Source: an optimization exercise on an open RTL-to-GDS flow (aim: small area, a short achievable clock period and few clock cycles per item). Production flows keep margins and buffers that such runs may drop. Function was checked by simulation only, so behaviour that the tests miss may differ from the original. No activity file was given, so power comes from the tool's default toggle rates.

Design qoi_compressor, start of the top module:
module qoi_compressor (
    input  wire        rstn,
    input  wire        clk,
    output reg         ctrl_ready,
    input  wire        ctrl_start,
    input  wire [15:0] ctrl_width,
    input  wire [15:0] ctrl_height,
    output reg         i_tready,
    input  wire        i_tvalid,
    input  wire        i_tlast,
    input  wire [ 7:0] i_R, i_G, i_B,
    input  wire        o_tready,
    output reg         o_tvalid,
    output reg         o_tlast,
    output reg  [ 3:0] o_tkeep,
    output reg  [31:0] o_tdata
);
Settings: LEC_CHECK=0, CAP_MARGIN=20, CORE_MARGIN=2, CORE_UTILIZATION=40, CTS_CLUSTER_DIAMETER=70, CTS_CLUSTER_SIZE=20, SETUP_SLACK_MARGIN=2.7, SLEW_MARGIN=20; clock period 5.0 ns.
run.sh (not shown) runs the stock make flow with config.mk's settings and CLKGATE_MAP_FILE= SYNTH_SCRIPT=/design/flow/synth_recipe.tcl, a recipe that flattens the netlist after the stock synthesis.
The starting point ran to the end with no violations.
Testbench counts at the start, summed over its fixed seeds: cycles 48,927, pixels 48,510.
Next try:
Settings changed: ABC_AREA set to 1, CTS_CLUSTER_SIZE 20 to 16.
=>
- utilization went up by 0.89 points
- cell count went up by about a fifth
- worst hold slack gains 0.0046 ns
- combinational power went down by a few percent
Next try:
Settings changed: ABC_AREA 1 to unset, CORE_UTILIZATION 40 to 45.
Outcome: Routed wire length climbs by 14%; synthesized cell count drops by 20%; synthesized area drops by 2.7%; register-to-register slack loses 0.05 ns; utilization climbs by 5.6 points; clock power climbs by about 2%; fmax drops by 2.4%; hold slack loses 0.010 ns; clock-buffer cell count drops by 8; via count drops by 3.6%; worst setup slack loses 0.058 ns.
Next try:
Settings changed: CORE_UTILIZATION 45 to 40.
Effect: Final area shrinks by 1.3%; power shrinks by 2.7%; routed wire length shrinks by 2.5%; critical path depth grows by 3; utilization shrinks by 6.4 points; register-to-register slack gains 0.06 ns.
Next try:
Settings changed: CTS_BUF_LIST set to sky130_fd_sc_hd__clkbuf_8.
- first-iteration DRC count grows by about 0.7%
- maximum frequency shrinks by 4.9%
- sequential power is about the same
Next try:
Settings changed: CTS_BUF_LIST sky130_fd_sc_hd__clkbuf_8 to unset, TNS_END_PERCENT set to 10.
Design area is higher by 1.1%. Total power goes up by 4.2%. Routed wire length went up by 1.8%. Fmax shrinks by about 4.4%. Synthesized area does not change. Clock skew grows by 0.019 ns. Synthesized cell count is unchanged. Count of clock-buffer cells in the layout went up by 61.

* * *

qoi_compressor, a different RTL version from the one above (not shown whole).
Size in the first run: roughly 100 I/O pins.
Design qoi_compressor, start of the top module:
module qoi_compressor (
    input  wire        rstn,
    input  wire        clk,
    output reg         ctrl_ready,
    input  wire        ctrl_start,
    input  wire [15:0] ctrl_width,
    input  wire [15:0] ctrl_height,
    output reg         i_tready,
    input  wire        i_tvalid,
    input  wire        i_tlast,
    input  wire [ 7:0] i_R, i_G, i_B,
    input  wire        o_tready,
    output reg         o_tvalid,
    output reg         o_tlast,
    output reg  [ 3:0] o_tkeep,
    output reg  [31:0] o_tdata
);
localparam [1:0] K_PIX = 2'd0, K_H0 = 2'd1, K_H1 = 2'd2, K_H2 = 2'd3;
localparam [1:0] S_IDLE = 2'd0, S_H1 = 2'd1, S_H2 = 2'd2, S_PIX = 2'd3;
reg  [ 1:0] state;
reg         first_pend;           
reg         I_v, I_first, I_last;
reg  [ 1:0] I_k;
reg  [23:0] I_px;                 
reg         A_v, A_first, A_last;
reg  [ 1:0] A_k;
reg  [23:0] A_px;
reg  [ 5:0] A_h;
reg  [63:0] A_sel;                  
  ...
==> flow/config.mk <==
export PLATFORM = sky130hd
export DESIGN_NAME = qoi_compressor
export DESIGN_NICKNAME = qoi_compressor
export VERILOG_FILES = /design/flow/design.v
export SDC_FILE = /design/flow/constraint.sdc
export NUM_CORES = 4
export LEC_CHECK = 0
export ABC_CLOCK_PERIOD_IN_PS = 2500
export CAP_MARGIN = 20
export CORE_MARGIN = 2
export CORE_UTILIZATION = 40
export SETUP_SLACK_MARGIN = 2.5
export SLEW_MARGIN = 20
==> flow/constraint.sdc <==
create_clock -name core_clock -period 5.0 [get_ports {clk}]
set_input_delay 1.0000 -clock core_clock [delete_from_list [all_inputs] [get_ports {clk}]]
set_output_delay 1.0000 -clock core_clock [all_outputs]
set_load 0.01 [all_outputs]
Testbench counts at the start, summed over its fixed seeds: cycles 48,927, pixels 48,510.
Then changed:
ABC_CLOCK_PERIOD_IN_PS = not set   (was 2500)
CORE_UTILIZATION = 50   (was 40)
SETUP_SLACK_MARGIN = 2.6   (was 2.5)
Power increases slightly.
Die area decreases by about a fifth.
Count of clock-buffer cells in the layout decreases by 10.
Critical path depth stays the same.
Worst hold slack gains 0.018 ns.
Clock power hardly moves.
Then changed:
CORE_UTILIZATION = 40   (was 50)
CTS_CLUSTER_DIAMETER = 60   (was not set)
CTS_CLUSTER_SIZE = 24   (was not set)
SETUP_SLACK_MARGIN = 2.5   (was 2.6)
Register-to-register slack gets worse by 0.08 ns.
Hold slack stays flat.
Power shrinks by a few percent.
Via count goes down by a few percent.
Die area rises by a quarter to a third.
Global-route usage went down by 7.0 points.
Area after synthesis is unchanged.
Then changed:
CTS_CLUSTER_DIAMETER = not set   (was 60)
CTS_CLUSTER_SIZE = not set   (was 24)
SETUP_SLACK_MARGIN = 2.8   (was 2.5)
The changed run finished clean.
Combinational power came out higher by a quarter to a third.
Non-clock buffer count came out higher by 121.
Register-to-register slack improved by 0.04 ns.
Cell area rose by a little under a tenth.
Worst setup slack is better by 0.020 ns.
Clock-buffer cell count is higher by 107.
Core utilization went up by 3.5 points.
Clock power rises by a quarter to a third.
Worst hold slack got worse by 0.0076 ns.
Area after synthesis stays the same.
Power went up by roughly a tenth.

* * *

qoi_compressor with an RTL version that a note above also has.
For scale: ~3800 cells after synthesis, about 1600 flip-flops, ~0.062 mm2 of cells after synthesis.
Design qoi_compressor, start of the top module:
module qoi_compressor (
    input  wire        rstn,
    input  wire        clk,
    output reg         ctrl_ready,
    input  wire        ctrl_start,
    input  wire [15:0] ctrl_width,
    input  wire [15:0] ctrl_height,
    output reg         i_tready,
    input  wire        i_tvalid,
    input  wire        i_tlast,
    input  wire [ 7:0] i_R, i_G, i_B,
    input  wire        o_tready,
    output reg         o_tvalid,
    output reg         o_tlast,
    output reg  [ 3:0] o_tkeep,
    output reg  [31:0] o_tdata
);
clock: 5.0 ns
lec_check: 0
cap_margin: 20
core_margin: 2
core_utilization: 40
cts_buf_list: sky130_fd_sc_hd__clkbuf_8 sky130_fd_sc_hd__clkbuf_16
cts_cluster_diameter: 70
cts_cluster_size: 16
setup_slack_margin: 2.7
slew_margin: 20
Testbench counts at the start, summed over its fixed seeds: cycles 48,927, pixels 48,510.
Change:
- CORE_UTILIZATION: 40 -> 35
- CTS_BUF_LIST: sky130_fd_sc_hd__clkbuf_8 sky130_fd_sc_hd__clkbuf_16 -> not set
Effect: The changed run completed without violations; global-route usage drops by 2.8 points; register-to-register slack loses 0.06 ns; clock power climbs by a few percent.
Change:
- CORE_UTILIZATION: 35 -> 40
- CTS_CLUSTER_DIAMETER: 70 -> 75
- CTS_CLUSTER_SIZE: 16 -> 26
Result:
- The changed run produced a clean layout
- routed wire length shrinks by 2.3%
- global-route usage grows by 2.7 points
- register-to-register slack is better by 0.07 ns
- first-iteration DRC count grows by 9.8%
- final area goes down by 1.8%
- worst hold slack improves by 0.0084 ns
Change:
- CTS_CLUSTER_DIAMETER: 75 -> 70
- CTS_CLUSTER_SIZE: 26 -> 16
- TNS_END_PERCENT: not set -> 30
Effect: The changed run ran to the end with no violations; register-to-register slack got worse by 0.14 ns; die area does not change; setup slack got worse by 0.14 ns; wire length rises by 2.6%.

* * *

qoi_compressor again, from the RTL that the note above started with.
// qoi_compressor
module qoi_compressor (
    input  wire        rstn,
    input  wire        clk,
    output reg         ctrl_ready,
    input  wire        ctrl_start,
    input  wire [15:0] ctrl_width,
    input  wire [15:0] ctrl_height,
    output reg         i_tready,
    input  wire        i_tvalid,
    input  wire        i_tlast,
    input  wire [ 7:0] i_R, i_G, i_B,
    input  wire        o_tready,
    output reg         o_tvalid,
    output reg         o_tlast,
    output reg  [ 3:0] o_tkeep,
    output reg  [31:0] o_tdata
);
localparam [1:0] K_PIX = 2'd0, K_H0 = 2'd1, K_H1 = 2'd2, K_H2 = 2'd3;
localparam [1:0] S_IDLE = 2'd0, S_H1 = 2'd1, S_H2 = 2'd2, S_PIX = 2'd3;
reg  [ 1:0] state;
reg         first_pend;           
reg         I_v, I_first, I_last;
reg  [ 1:0] I_k;
reg  [23:0] I_px;                 
reg         A_v, A_first, A_last;
reg  [ 1:0] A_k;
reg  [23:0] A_px;
reg  [ 5:0] A_h;
reg  [63:0] A_sel;                  
reg  [ 7:0] A_dR, A_dG, A_dB;
reg         S_v;                  
wire        out_ok = ~S_v;
reg  A_pix;                      
wire A_hold = A_pix & ~A_last;
wire A_lpix = A_pix & A_last;    
wire adv    = out_ok & (I_v | ~A_hold);
wire I_cons = adv & ~A_lpix;
wire I_free = ~I_v | (out_ok & ~A_lpix);         
wire take = i_tvalid & i_tready;
wire inj  = (state == S_H1 || state == S_H2) & I_free;
wire hs   = ctrl_start & ctrl_ready;   
wire [15:0] ww = {ctrl_width[15:1],  ctrl_width[0]  | (ctrl_width  == 16'd0)};
wire [15:0] hh = {ctrl_height[15:1], ctrl_height[0] | (ctrl_height == 16'd0)};
reg  [1:0] state_n;
always @* begin
    state_n = state;
    case (state)
        S_IDLE: if (hs) state_n = S_H1;
        S_H1:   if (I_free) state_n = S_H2;
        S_H2:   if (I_free) state_n = S_PIX;
        default: if (take & i_tlast) state_n = S_IDLE;
    endcase
end
wire I_v_n = take | inj | hs | (I_v & ~I_cons);
wire A_lpix_n = adv ? (I_v & ~A_lpix & (I_k == K_PIX) & I_last) : A_lpix;
wire        W_v;
wire        W_last;
wire [ 3:0] W_keep;
wire [31:0] W_data;
wire push  = adv & W_v;
wire o_cons = o_tvalid & o_tready;
wire S_v_n = S_v ? ~o_tready : (o_tvalid & ~o_tready & push);
always @(posedge clk or negedge rstn)
    if (~rstn) begin
        state      <= S_IDLE;
        ctrl_ready <= 1'b0;
        i_tready   <= 1'b0;
        I_v        <= 1'b0;
  ...
==> flow/config.mk <==
export PLATFORM = sky130hd
export DESIGN_NAME = qoi_compressor
export DESIGN_NICKNAME = qoi_compressor
export VERILOG_FILES = /design/flow/design.v
export SDC_FILE = /design/flow/constraint.sdc
export NUM_CORES = 4
export LEC_CHECK = 0
export CAP_MARGIN = 20
export CORE_MARGIN = 2
export CORE_UTILIZATION = 40
export SETUP_SLACK_MARGIN = 2.6
export SLEW_MARGIN = 20
==> flow/constraint.sdc <==
create_clock -name core_clock -period 5.0 [get_ports {clk}]
set_input_delay 1.0000 -clock core_clock [delete_from_list [all_inputs] [get_ports {clk}]]
set_output_delay 1.0000 -clock core_clock [all_outputs]
set_load 0.01 [all_outputs]
The first run completed with no timing, DRC or antenna violations.
Testbench counts at the start, summed over its fixed seeds: cycles 48,927, pixels 48,510.
Rerun with:
PLACE_DENSITY = 0.72   (was not set)
SETUP_SLACK_MARGIN = 2.7   (was 2.6)
Effect: The new run finished with timing, DRC and antenna clean. Die area is unchanged. Maximum frequency rises by about 3.2%. Routed wire length is lower by about 0.9%.
Rerun with:
PLACE_DENSITY = not set   (was 0.72)
Effect:
- wire length climbs by about 3%
- die area stays the same
- global-route usage climbs by 1.1 points
- flip-flop and latch count is unchanged
- design area climbs by about 0.46%
- synthesized cell count stays the same
- cell count hardly moves
Rerun with:
SETUP_SLACK_MARGIN = 2.8   (was 2.7)
Effect:
- core utilization is higher by 2.2 points
- design area is higher by 4.7%
- sequential power is about the same
- global-route usage is higher by 0.75 points
- routed wire length is higher by 5.3%

separate check: timing with driven ports:
In the flow no input, the clock included, has a driving cell. The finished layouts below were timed again as built, in two steps.
Step 1, drivers: a clkbuf_16 drives clk and a buf_2 each remaining input, both assumed.
Step 2 adds t to the input delays and takes it off the output delays; t is the mean of the earliest and latest rising clock arrival at the registers after step 1. Input paths then give back, and output paths get back, about the clock's delay inside the block.
Slacks: no drivers / after step 1 / after step 2; pairs: no drivers / after step 1.
run | t, ns | setup slack, ns | worst setup path at the end
the first run of note 1 | 0.824 | 2.634 / 2.585 / 1.923 | input to register
the second run of note 1 | 0.830 | 2.642 / 2.618 / 1.933 | input to register
the third run of note 1 | 0.851 | 2.584 / 2.506 / 1.942 | input to register
the fourth run of note 1 | 0.845 | 2.647 / 2.574 / 1.919 | input to register
the fifth run of note 1 | 0.942 | 2.527 / 2.453 / 1.805 | input to register
the sixth run of note 1 | 0.843 | 2.412 / 2.412 / 1.933 | input to register
the first run of note 2 | 0.863 | 2.464 / 2.381 / 1.731 | input to register
the second run of note 2 | 0.877 | 2.526 / 2.449 / 1.775 | input to register
the third run of note 2 | 0.828 | 2.485 / 2.429 / 1.741 | input to register
the fourth run of note 2 | 0.875 | 2.505 / 2.431 / 1.784 | input to register
the first run of note 3 | 0.843 | 2.641 / 2.578 / 1.918 | input to register
the second run of note 3 | 0.854 | 2.468 / 2.387 / 1.899 | input to register
the third run of note 3 | 0.827 | 2.648 / 2.564 / 1.937 | input to register
the fourth run of note 3 | 0.844 | 2.509 / 2.509 / 1.941 | input to register
the first run of note 4 | 0.867 | 2.538 / 2.509 / 1.839 | input to register
the second run of note 4 | 0.879 | 2.615 / 2.551 / 1.898 | input to register
the third run of note 4 | 0.883 | 2.626 / 2.538 / 1.881 | input to register
the fourth run of note 4 | 0.882 | 2.569 / 2.547 / 2.006 | input to register
After both steps every run listed still meets setup and hold. For the second run of note 2, which loses most, drivers alone change the setup slack by -0.077 ns; drivers and shift together by -0.751 ns.
